What follows belongs to an exercise in optimizing a design on an open flow for small area and a short achievable clock period; a production flow would make more cautious choices.
No run shown here included a check of the RTL's function; only the layout flow was run.
No activity file was given, so power comes from the tool's default toggle rates.

## flow/design.v (module list and top-level ports; edited modules follow where they fit)
// module csa_fa: 7 lines
// module g_xor2: 3 lines
// module g_xnor2: 3 lines
// module g_maj3: 3 lines
// module g_or2: 3 lines
// module csa_ffa: 9 lines
// module csa_han: 7 lines
// module mini_cnn: 987 lines
module mini_cnn (
    input         clk,
    input         reset,
    input  [7:0]  pxl_in,
    input  [7:0]  k00, k01, k02,
    input  [7:0]  k10, k11, k12,
    input  [7:0]  k20, k21, k22,
    input  [15:0] w0, w1, w2, w3,
    input  [15:0] bias,
    output [15:0] pool_out,
    output [15:0] fc_out,
    output reg    out_valid
);
  // ...
==> flow/flow/run.sh <==
#!/bin/bash
# Standard ORFS layout, except that the port buffers are the smallest buffer
# (buf_1) instead of the resizer's default choice.
set -uo pipefail
bash standard.sh synth > synth.log 2>&1 || exit 1
bash standard.sh "BUFFER_PORTS_ARGS=-buffer_cell sky130_fd_sc_hd__buf_1" finish > layout.log 2>&1 || exit 1
==> flow/standard.sh <==
#!/bin/bash
# synth_recipe.tcl (not shown) runs the flow's synth.tcl, then flattens the netlist and writes it again
# the make line also repeats each setting of config.mk as NAME=value (left out here)
make -C /OpenROAD-flow-scripts/flow DESIGN_CONFIG=/design/flow/config.mk WORK_HOME=/design/flow/orfs CLKGATE_MAP_FILE= SYNTH_SCRIPT=/design/flow/synth_recipe.tcl "${@:-finish}"
==> flow/config.mk <==
export PLATFORM = sky130hd
export DESIGN_NAME = mini_cnn
export DESIGN_NICKNAME = mini_cnn
export VERILOG_FILES = /design/flow/design.v
export SDC_FILE = /design/flow/constraint.sdc
export NUM_CORES = 4
export LEC_CHECK = 0
export CAP_MARGIN = 50
export CORE_MARGIN = 2
export CORE_UTILIZATION = 65
export CTS_BUF_LIST = sky130_fd_sc_hd__clkbuf_8 sky130_fd_sc_hd__clkbuf_16
export CTS_CLUSTER_DIAMETER = 60
export CTS_CLUSTER_SIZE = 30
export SLEW_MARGIN = 70
export SYNTH_HIERARCHICAL = 1
export SYNTH_MINIMUM_KEEP_SIZE = 0
==> flow/constraint.sdc <==
create_clock -name core_clock -period 13.0 [get_ports {clk}]
set_input_delay 2.6000 -clock core_clock [delete_from_list [all_inputs] [get_ports {clk}]]
set_output_delay 2.6000 -clock core_clock [all_outputs]
set_load 0.01 [all_outputs]
==> metrics.yaml, run 1 <==
cts_resized: 0
crit_start: "m[13]$_DFFE_PP_"
whs_ps: 325
area_growth_pct: 10.6
clkSlewWorstSetupHoldPaths_ps: 90
critical_path_class: "reg -> out"
via_count: 12625
seq_cells: 327
synth_area_um2: 17900
status: "finished clean"
post-place-cells: 2123
p_clk_share_pct: 13.8
totalPowerFinal_w: 0.00574
final_common_cell: "nand2_1"
final_cell_mix: "324 x nand2_1, 284 x dfxtp_1, 193 x buf_1"
avgRoutedWirePerCell_um: 19.8
cts_hold_buf: 0
cts_sinks: 327
biggestCellCategory: "multi-input combinational cells"
period_minus_slack_ps: 3780
grt_pass1_wl_um: 67300
p_clk_w: 0.000793
clock_area_share_pct: 4.44
postLayoutCoreUtil_pct: 73.3
grtUsageTotal_pct: 30.1
worstSkewPairLatency_ps: 570
gp_congestion: 0.973
drive_above_1_share_pct: 11.8
rrSetupSlack_ps: 9250
wl_met3_um: 3480
drt-met1-wl_um: 17800
crit_slowest_cell: "edfxtp_1"
grtUsageMet2_pct: 51.0
seq_share_pct: 34.2
==> run 2, diff against run 1 <==
--- a/flow/design.v
+++ b/flow/design.v
@@ -52,64 +52,64 @@
     always @(posedge clk or posedge reset) begin
         if (reset) begin
             ph <= 5'd24;
             full <= 1'b0;
             out_valid <= 1'b0;
         end else begin
             ph <= (ph == 5'd24) ? 5'd0 : ph + 5'd1;
             if (ph == 5'd23) full <= 1'b1;
-            out_valid <= full & ((ph == 5'd1) | (ph == 5'd13));
+            out_valid <= full & ((ph == 5'd0) | (ph == 5'd12));
         end
     end
     reg [5:0] tsel;    
     reg [2:0] bsel;    
     always @(*) begin
         case (ph)
-            5'd0: begin tsel = 6'b010000; bsel = 3'b001; end
-            5'd1: begin tsel = 6'b010000; bsel = 3'b010; end
-            5'd2: begin tsel = 6'b010000; bsel = 3'b100; end
-            5'd3: begin tsel = 6'b010000; bsel = 3'b001; end
-            5'd4: begin tsel = 6'b010000; bsel = 3'b010; end
-            5'd5: begin tsel = 6'b010000; bsel = 3'b100; end
-            5'd6: begin tsel = 6'b100000; bsel = 3'b001; end
-            5'd7: begin tsel = 6'b100000; bsel = 3'b010; end
-            5'd8: begin tsel = 6'b100000; bsel = 3'b100; end
-            5'd9: begin tsel = 6'b000000; bsel = 3'b000; end
-            5'd10: begin tsel = 6'b000001; bsel = 3'b001; end
-            5'd11: begin tsel = 6'b000001; bsel = 3'b010; end
-            5'd12: begin tsel = 6'b000001; bsel = 3'b100; end
-            5'd13: begin tsel = 6'b000010; bsel = 3'b001; end
-            5'd14: begin tsel = 6'b000010; bsel = 3'b010; end
-            5'd15: begin tsel = 6'b000010; bsel = 3'b100; end
-            5'd16: begin tsel = 6'b000100; bsel = 3'b001; end
-            5'd17: begin tsel = 6'b000100; bsel = 3'b010; end
-            5'd18: begin tsel = 6'b000100; bsel = 3'b100; end
-            5'd19: begin tsel = 6'b000100; bsel = 3'b001; end
-            5'd20: begin tsel = 6'b000100; bsel = 3'b010; end
-            5'd21: begin tsel = 6'b000100; bsel = 3'b100; end
-            5'd22: begin tsel = 6'b001000; bsel = 3'b001; end
-            5'd23: begin tsel = 6'b001000; bsel = 3'b010; end
-            5'd24: begin tsel = 6'b001000; bsel = 3'b100; end
+            5'd0: begin tsel = 6'b010000; bsel = 3'b010; end
+            5'd1: begin tsel = 6'b010000; bsel = 3'b100; end
+            5'd2: begin tsel = 6'b010000; bsel = 3'b001; end
+            5'd3: begin tsel = 6'b010000; bsel = 3'b010; end
+            5'd4: begin tsel = 6'b010000; bsel = 3'b100; end
+            5'd5: begin tsel = 6'b100000; bsel = 3'b001; end
+            5'd6: begin tsel = 6'b100000; bsel = 3'b010; end
+            5'd7: begin tsel = 6'b100000; bsel = 3'b100; end
+            5'd8: begin tsel = 6'b000000; bsel = 3'b000; end
+            5'd9: begin tsel = 6'b000001; bsel = 3'b001; end
+            5'd10: begin tsel = 6'b000001; bsel = 3'b010; end
+            5'd11: begin tsel = 6'b000001; bsel = 3'b100; end
+            5'd12: begin tsel = 6'b000010; bsel = 3'b001; end
+            5'd13: begin tsel = 6'b000010; bsel = 3'b010; end
+            5'd14: begin tsel = 6'b000010; bsel = 3'b100; end
+            5'd15: begin tsel = 6'b000100; bsel = 3'b001; end
+            5'd16: begin tsel = 6'b000100; bsel = 3'b010; end
+            5'd17: begin tsel = 6'b000100; bsel = 3'b100; end
+            5'd18: begin tsel = 6'b000100; bsel = 3'b001; end
+            5'd19: begin tsel = 6'b000100; bsel = 3'b010; end
+            5'd20: begin tsel = 6'b000100; bsel = 3'b100; end
+            5'd21: begin tsel = 6'b001000; bsel = 3'b001; end
+            5'd22: begin tsel = 6'b001000; bsel = 3'b010; end
+            5'd23: begin tsel = 6'b001000; bsel = 3'b100; end
+            5'd24: begin tsel = 6'b010000; bsel = 3'b001; end
             default: begin tsel = 6'b000000; bsel = 3'b000; end
         endcase
     end
-    reg [7:0] sr [1:21];
+    reg [7:0] sr [1:20];
     integer i;
     always @(posedge clk) begin
         sr[1] <= pxl_in;
-        for (i = 2; i <= 21; i = i + 1) sr[i] <= sr[i-1];
+        for (i = 2; i <= 20; i = i + 1) sr[i] <= sr[i-1];
     end
     reg [7:0] pa0, pa1, pa2;
     reg [7:0] ka0, ka1, ka2;
-    wire [7:0] psel0 = ({8{tsel[0]}} & sr[11]) | ({8{tsel[1]}} & sr[13]) | ({8{tsel[2]}} & sr[15]) | ({8{tsel[3]}} & sr[17]) | ({8{tsel[4]}} & sr[19]) | ({8{tsel[5]}} & sr[21]);
+    wire [7:0] psel0 = ({8{tsel[0]}} & sr[10]) | ({8{tsel[1]}} & sr[12]) | ({8{tsel[2]}} & sr[14]) | ({8{tsel[3]}} & sr[16]) | ({8{tsel[4]}} & sr[18]) | ({8{tsel[5]}} & sr[20]);
     wire [7:0] ksel0 = ({8{bsel[0]}} & k00) | ({8{bsel[1]}} & k01) | ({8{bsel[2]}} & k02);
-    wire [7:0] psel1 = ({8{tsel[0]}} & sr[6]) | ({8{tsel[1]}} & sr[8]) | ({8{tsel[2]}} & sr[10]) | ({8{tsel[3]}} & sr[12]) | ({8{tsel[4]}} & sr[14]) | ({8{tsel[5]}} & sr[16]);
+    wire [7:0] psel1 = ({8{tsel[0]}} & sr[5]) | ({8{tsel[1]}} & sr[7]) | ({8{tsel[2]}} & sr[9]) | ({8{tsel[3]}} & sr[11]) | ({8{tsel[4]}} & sr[13]) | ({8{tsel[5]}} & sr[15]);
     wire [7:0] ksel1 = ({8{bsel[0]}} & k10) | ({8{bsel[1]}} & k11) | ({8{bsel[2]}} & k12);
-    wire [7:0] psel2 = ({8{tsel[0]}} & sr[1]) | ({8{tsel[1]}} & sr[3]) | ({8{tsel[2]}} & sr[5]) | ({8{tsel[3]}} & sr[7]) | ({8{tsel[4]}} & sr[9]) | ({8{tsel[5]}} & sr[11]);
+    wire [7:0] psel2 = ({8{tsel[0]}} & pxl_in) | ({8{tsel[1]}} & sr[2]) | ({8{tsel[2]}} & sr[4]) | ({8{tsel[3]}} & sr[6]) | ({8{tsel[4]}} & sr[8]) | ({8{tsel[5]}} & sr[10]);
     wire [7:0] ksel2 = ({8{bsel[0]}} & k20) | ({8{bsel[1]}} & k21) | ({8{bsel[2]}} & k22);
     reg initB;
     always @(posedge clk) begin
         pa0 <= psel0; pa1 <= psel1; pa2 <= psel2;
         ka0 <= ksel0; ka1 <= ksel1; ka2 <= ksel2;
         initB <= bsel[0];
     end
     reg [15:0] nacc_s, nacc_c;    
@@ -752,70 +752,70 @@
         nacc_c <= nb_c;
     end
     wire [15:0] S = ~(nacc_s + nacc_c + 16'd1);
     wire [14:0] relu = S[15] ? 15'd0 : S[14:0];
     reg ld;            
     reg [1:0] widx;    
     always @(*) begin
         case (ph)
-            5'd14: begin ld = 1'b1; widx = 2'd0; end
-            5'd17: begin ld = 1'b1; widx = 2'd1; end
-            5'd20: begin ld = 1'b1; widx = 2'd2; end
-            5'd23: begin ld = 1'b1; widx = 2'd3; end
-            5'd1: begin ld = 1'b1; widx = 2'd0; end
-            5'd4: begin ld = 1'b1; widx = 2'd1; end
-            5'd7: begin ld = 1'b1; widx = 2'd2; end
-            5'd10: begin ld = 1'b1; widx = 2'd3; end
+            5'd13: begin ld = 1'b1; widx = 2'd0; end
+            5'd16: begin ld = 1'b1; widx = 2'd1; end
+            5'd19: begin ld = 1'b1; widx = 2'd2; end
+            5'd22: begin ld = 1'b1; widx = 2'd3; end
+            5'd0: begin ld = 1'b1; widx = 2'd0; end
+            5'd3: begin ld = 1'b1; widx = 2'd1; end
+            5'd6: begin ld = 1'b1; widx = 2'd2; end
+            5'd9: begin ld = 1'b1; widx = 2'd3; end
             default: begin ld = 1'b0; widx = 2'd0; end
         endcase
     end
     reg [5:0] wdig;    
     always @(*) begin
         case (ph)
-            5'd14: wdig = {1'b0, w0[4:0]};
-            5'd15: wdig = {1'b0, w0[9:5]};
-            5'd16: wdig = w0[15:10];
-            5'd17: wdig = {1'b0, w1[4:0]};
-            5'd18: wdig = {1'b0, w1[9:5]};
-            5'd19: wdig = w1[15:10];
-            5'd20: wdig = {1'b0, w2[4:0]};
-            5'd21: wdig = {1'b0, w2[9:5]};
-            5'd22: wdig = w2[15:10];
-            5'd23: wdig = {1'b0, w3[4:0]};
-            5'd24: wdig = {1'b0, w3[9:5]};
-            5'd0: wdig = w3[15:10];
-            5'd1: wdig = {1'b0, w0[4:0]};
-            5'd2: wdig = {1'b0, w0[9:5]};
-            5'd3: wdig = w0[15:10];
-            5'd4: wdig = {1'b0, w1[4:0]};
-            5'd5: wdig = {1'b0, w1[9:5]};
-            5'd6: wdig = w1[15:10];
-            5'd7: wdig = {1'b0, w2[4:0]};
-            5'd8: wdig = {1'b0, w2[9:5]};
-            5'd9: wdig = w2[15:10];
-            5'd10: wdig = {1'b0, w3[4:0]};
-            5'd11: wdig = {1'b0, w3[9:5]};
-            5'd12: wdig = w3[15:10];
+            5'd13: wdig = {1'b0, w0[4:0]};
+            5'd14: wdig = {1'b0, w0[9:5]};
+            5'd15: wdig = w0[15:10];
+            5'd16: wdig = {1'b0, w1[4:0]};
+            5'd17: wdig = {1'b0, w1[9:5]};
+            5'd18: wdig = w1[15:10];
+            5'd19: wdig = {1'b0, w2[4:0]};
+            5'd20: wdig = {1'b0, w2[9:5]};
+            5'd21: wdig = w2[15:10];
+            5'd22: wdig = {1'b0, w3[4:0]};
+            5'd23: wdig = {1'b0, w3[9:5]};
+            5'd24: wdig = w3[15:10];
+            5'd0: wdig = {1'b0, w0[4:0]};
+            5'd1: wdig = {1'b0, w0[9:5]};
+            5'd2: wdig = w0[15:10];
+            5'd3: wdig = {1'b0, w1[4:0]};
+            5'd4: wdig = {1'b0, w1[9:5]};
+            5'd5: wdig = w1[15:10];
+            5'd6: wdig = {1'b0, w2[4:0]};
+            5'd7: wdig = {1'b0, w2[9:5]};
+            5'd8: wdig = w2[15:10];
+            5'd9: wdig = {1'b0, w3[4:0]};
+            5'd10: wdig = {1'b0, w3[9:5]};
+            5'd11: wdig = w3[15:10];
             default: wdig = 6'd0;
         endcase
     end
     reg [15:0] dsh;    
     reg [5:0] wd;      
     always @(posedge clk) begin
         dsh <= ld ? {1'b0, relu} : {dsh[10:0], 5'd0};
         wd  <= wdig;
     end
     reg grp_first0, grp_first1;     
     always @(posedge clk) begin
-        grp_first0 <= (ph == 5'd14) | (ph == 5'd1);
-        grp_first1 <= (ph == 5'd14) | (ph == 5'd1) | (ph == 5'd13);
+        grp_first0 <= (ph == 5'd13) | (ph == 5'd0);
+        grp_first1 <= (ph == 5'd13) | (ph == 5'd0) | (ph == 5'd12);
     end
-    wire m_first = (ph == 5'd15) | (ph == 5'd2);
-    wire m_en = (ph == 5'd15) | (ph == 5'd18) | (ph == 5'd21) | (ph == 5'd24) | (ph == 5'd2) | (ph == 5'd5) | (ph == 5'd8) | (ph == 5'd11);
+    wire m_first = (ph == 5'd14) | (ph == 5'd1);
+    wire m_en = (ph == 5'd14) | (ph == 5'd17) | (ph == 5'd20) | (ph == 5'd23) | (ph == 5'd1) | (ph == 5'd4) | (ph == 5'd7) | (ph == 5'd10);
     reg [15:0] bias_r;
     reg [15:0] acc_fc;
     reg [14:0] m;
     wire [15:0] fbase = {grp_first1 ? bias_r[15:8] : acc_fc[15:8], grp_first0 ? bias_r[7:0] : acc_fc[7:0]};
     wire fb0 = ~fbase[0];
     wire fb1 = ~fbase[1];
     wire fb2 = ~fbase[2];
     wire fb3 = ~fbase[3];
==> run 2 against run 1 <==
Compared with the run above: hold slack got worse by 12 ps; critical path depth is the same; design area increased by 0.15%; critical endpoint is now pool_out[11]; highest routed layer unchanged.
==> metrics.yaml, run 2 <==
crit_slowest_cell: "edfxtp_1"  # unchanged
postSynthAreaPerCell_um2: 10.7  # about the same
worstSkewPairLatency_ps: 580  # was 570 ps
port_buffers: 193  # unchanged
first_pass_iters: 5  # unchanged
crit_buf_inv: 1  # unchanged
top_register: "sr"  # unchanged
cts_sinks: 319  # was 327
netlist_instances: 1642  # was 1670
critPathTopFamily: "flip-flops"  # unchanged
clkSlewWorstSetupHoldPaths_ps: 100  # was 90 ps
ant_nets: 0  # unchanged
final_cell_mix: "318 x nand2_1, 275 x dfxtp_1, 193 x buf_1"  # was 324 x nand2_1, 284 x dfxtp_1, 193 x buf_1
reg2reg_depth: 9  # unchanged
drive_above_1_share_pct: 12.2  # was 11.8%
grt.busiest_layer: "met2"  # unchanged
whs_ps: 314  # was 325 ps
critical_path_class: "reg -> out"  # unchanged
setup_violations: 0  # unchanged
root_buffer: "clkbuf_16"  # unchanged
die_x_um: 169  # was 170 µm
crit_path_end_kind: "output pin"  # unchanged
row_count: 60  # unchanged
critPathMaxStageDelay_ps: 450  # was 370 ps
synth_area_um2: 17600  # was 17900 µm²
period_minus_slack_ps: 3770  # was 3780 ps
hold_viol_final: 0  # unchanged
tritoncts: "yes"  # unchanged
drt_wl_total_um: 43300  # was 42900 µm
vias_per_cell: 5.91  # was 5.83
cp.depth: 1  # unchanged
required_ps: 10400  # about the same
cts_hold_buf: 0  # unchanged
drc: 0  # unchanged
status: "finished clean"  # unchanged
largest_reg_flops: 160  # was 168
drv_slew: 0  # unchanged
peakVddDrop_uv: 183  # was 166 µV
htree_levels: 1  # unchanged
powerDensity_nw_per_um2: 278  # was 290 nW/µm²
globalRouteMet3Util_pct: 6.17  # was 5.70%
dp_hpwl_um: 33100  # was 33000 µm
core_area_um2: 26800  # was 27000 µm²
crit_start: "m[11]$_DFFE_PP_"  # was m[13]$_DFFE_PP_
grtUsageMet2_pct: 53.4  # was 51.0%
die_area_um2: 28500  # was 28900 µm²
avgRoutedWirePerCell_um: 20.1  # was 19.8 µm
min_path_type: "reg -> reg"  # unchanged
grt_max_degree: 33  # unchanged
io_pins: 195  # unchanged
dpl-instance-area_um2: 18700  # was 18900 µm²
pre_cts_slack_ps: 9270  # was 9320 ps
start_util_pct: 65.8  # was 66.2%
cp.arrival_ps: 1170  # was 1180 ps
met1_usage_pct: 39.3  # was 38.9%
p_leak_nw: 7.47  # was 7.48 nW
dr.first_iter.drc_count: 817  # was 1034
setup_ws_ps: 9230  # was 9220 ps
die_h_um: 169  # was 170 µm
grtUsageTotal_pct: 30.9  # was 30.1%
r2r_start: "pa1[1]$_DFF_P_"  # unchanged
cts_resized: 0  # unchanged
ys_warn_count: 8  # unchanged
final_common_cell: "nand2_1"  # unchanged
grt_antenna_before_repair: 3  # was 2
postCtsSetupRepairBufs: 0  # unchanged
fill_cells: 1891  # was 1946
fin_area_um2: 19800  # about the same
tns_ps: 0  # unchanged
start_kind: "register"  # unchanged
maxCapViolations: 0  # unchanged
grt_pass1_wl_um: 68600  # was 67300 µm
synth_nets: 2040  # was 2066
totalPowerFinal_w: 0.00552  # was 0.00574 W
rrSetupSlack_ps: 9250  # about the same
fin_nets: 2188  # was 2204
hold_path_depth: 0  # unchanged
gp_congestion: 0.934  # was 0.973
rsz0062_at_grt: "no"  # unchanged
finalCritPeriodShare_pct: 29.0  # was 29.1%
overflow: 0  # unchanged
fmax_mhz: 265  # was 264 MHz
grt_pass1_vias: 12997  # was 12767
cts_buffers: 27  # was 24
area_growth_pct: 12.4  # was 10.6%
clockBufferDepth: 3  # unchanged
timing.rr.end: "nacc_s[7]$_DFF_P_"  # was nacc_c[12]$_DFF_P_
clock_skew_ps: 31.6  # was 41.1 ps
via_count: 12727  # was 12625
cp_cell_sequence: "buf_1"  # unchanged
crit_end: "pool_out[11]"  # was pool_out[13]
crit_fanout: 2  # unchanged
==> run 2: power by group <==
group	total [W]	switching (W)	internal [W]
Combinational	0.00328	0.00177	0.00151
Clock	0.000919	0.000450	0.000469
Sequential	0.00132	0.000127	0.00120
==> run 2: routing by layer <==
| layer | wire length (µm) | part of all wire, % | up-vias |
|---|---|---|---|
| li1 | - | - | 5845 |
| met1 | 17300 | 40 | 6203 |
| met2 | 21200 | 49 | 599 |
| met3 | 3700 | 8.5 | 80 |
| met4 | 1140 | 2.6 | 0 |
| met5 | 0 | 0 | - |
==> run 2: layout make-up <==
class                           instances  area, µm²  share of cell area (%)
Clock buffer                           27        676                    3.41
Inverter                               55        206                    1.04
Multi-Input combinational cell       1182      10700                    53.8
Sequential cell                       319       6610                    33.3
Timing Repair Buffer                  205        817                    4.12
Tap cell                              341        427                    2.15
Antenna cell                            3       7.51                  0.0379
Clock inverter                         22        408                    2.06
==> run 2: how the worst min path moves through the flow <==
stage                                 start           endpoint
after floorplan           sr[17][0]$_DFF_P_  sr[18][0]$_DFF_P_
after global placement     sr[1][0]$_DFF_P_   sr[2][0]$_DFF_P_
after detailed placement  sr[19][2]$_DFF_P_  sr[20][2]$_DFF_P_
after CTS                 sr[19][6]$_DFF_P_  sr[20][6]$_DFF_P_
after global routing      sr[17][6]$_DFF_P_  sr[18][6]$_DFF_P_
final                     sr[19][6]$_DFF_P_  sr[20][6]$_DFF_P_
==> run 2: metrics by stage <==
step | cells | util (%)
3_5_place_dp | 2102 | 69.7
4_1_cts | 2151 | 73.7
5_1_grt | 2154 | 74.0
3_3_place_gp | 2098 | 69.3
6_report | 2154 | 74.0
2_1_floorplan | 1642 | -

## afterwards: timing with drivers on the ports
The flow's constraints put no driver on any port. The routed layouts listed below were extracted and timed again, unchanged, in two steps.
Step 1 (the two cells are an assumption about what drives the block):
set clk [get_ports {clk}]
set_driving_cell -lib_cell sky130_fd_sc_hd__clkbuf_16 $clk
set_driving_cell -lib_cell sky130_fd_sc_hd__buf_2 [delete_from_list [all_inputs] $clk]
Step 2 adds t to the input delays and takes it off the output delays; t is the mean of the earliest and latest rising clock arrival at the registers after step 1. Input paths then give back, and output paths get back, about the clock's delay inside the block.
a / b / c = ideal ports / drivers / drivers and shift; a / b = the first two.
run	shift t [ns]	setup WS [ns]	clock arrival spread, ns	worst register clock-pin slew, ns	cell pins on the clock port's net
run 1	0.603	9.219 / 9.167 / 9.247	0.042 / 0.041	0.11 / 0.11	1
run 2	0.614	9.226 / 9.174 / 9.247	0.032 / 0.032	0.10 / 0.10	1
After both steps setup and hold are still met in every run listed.
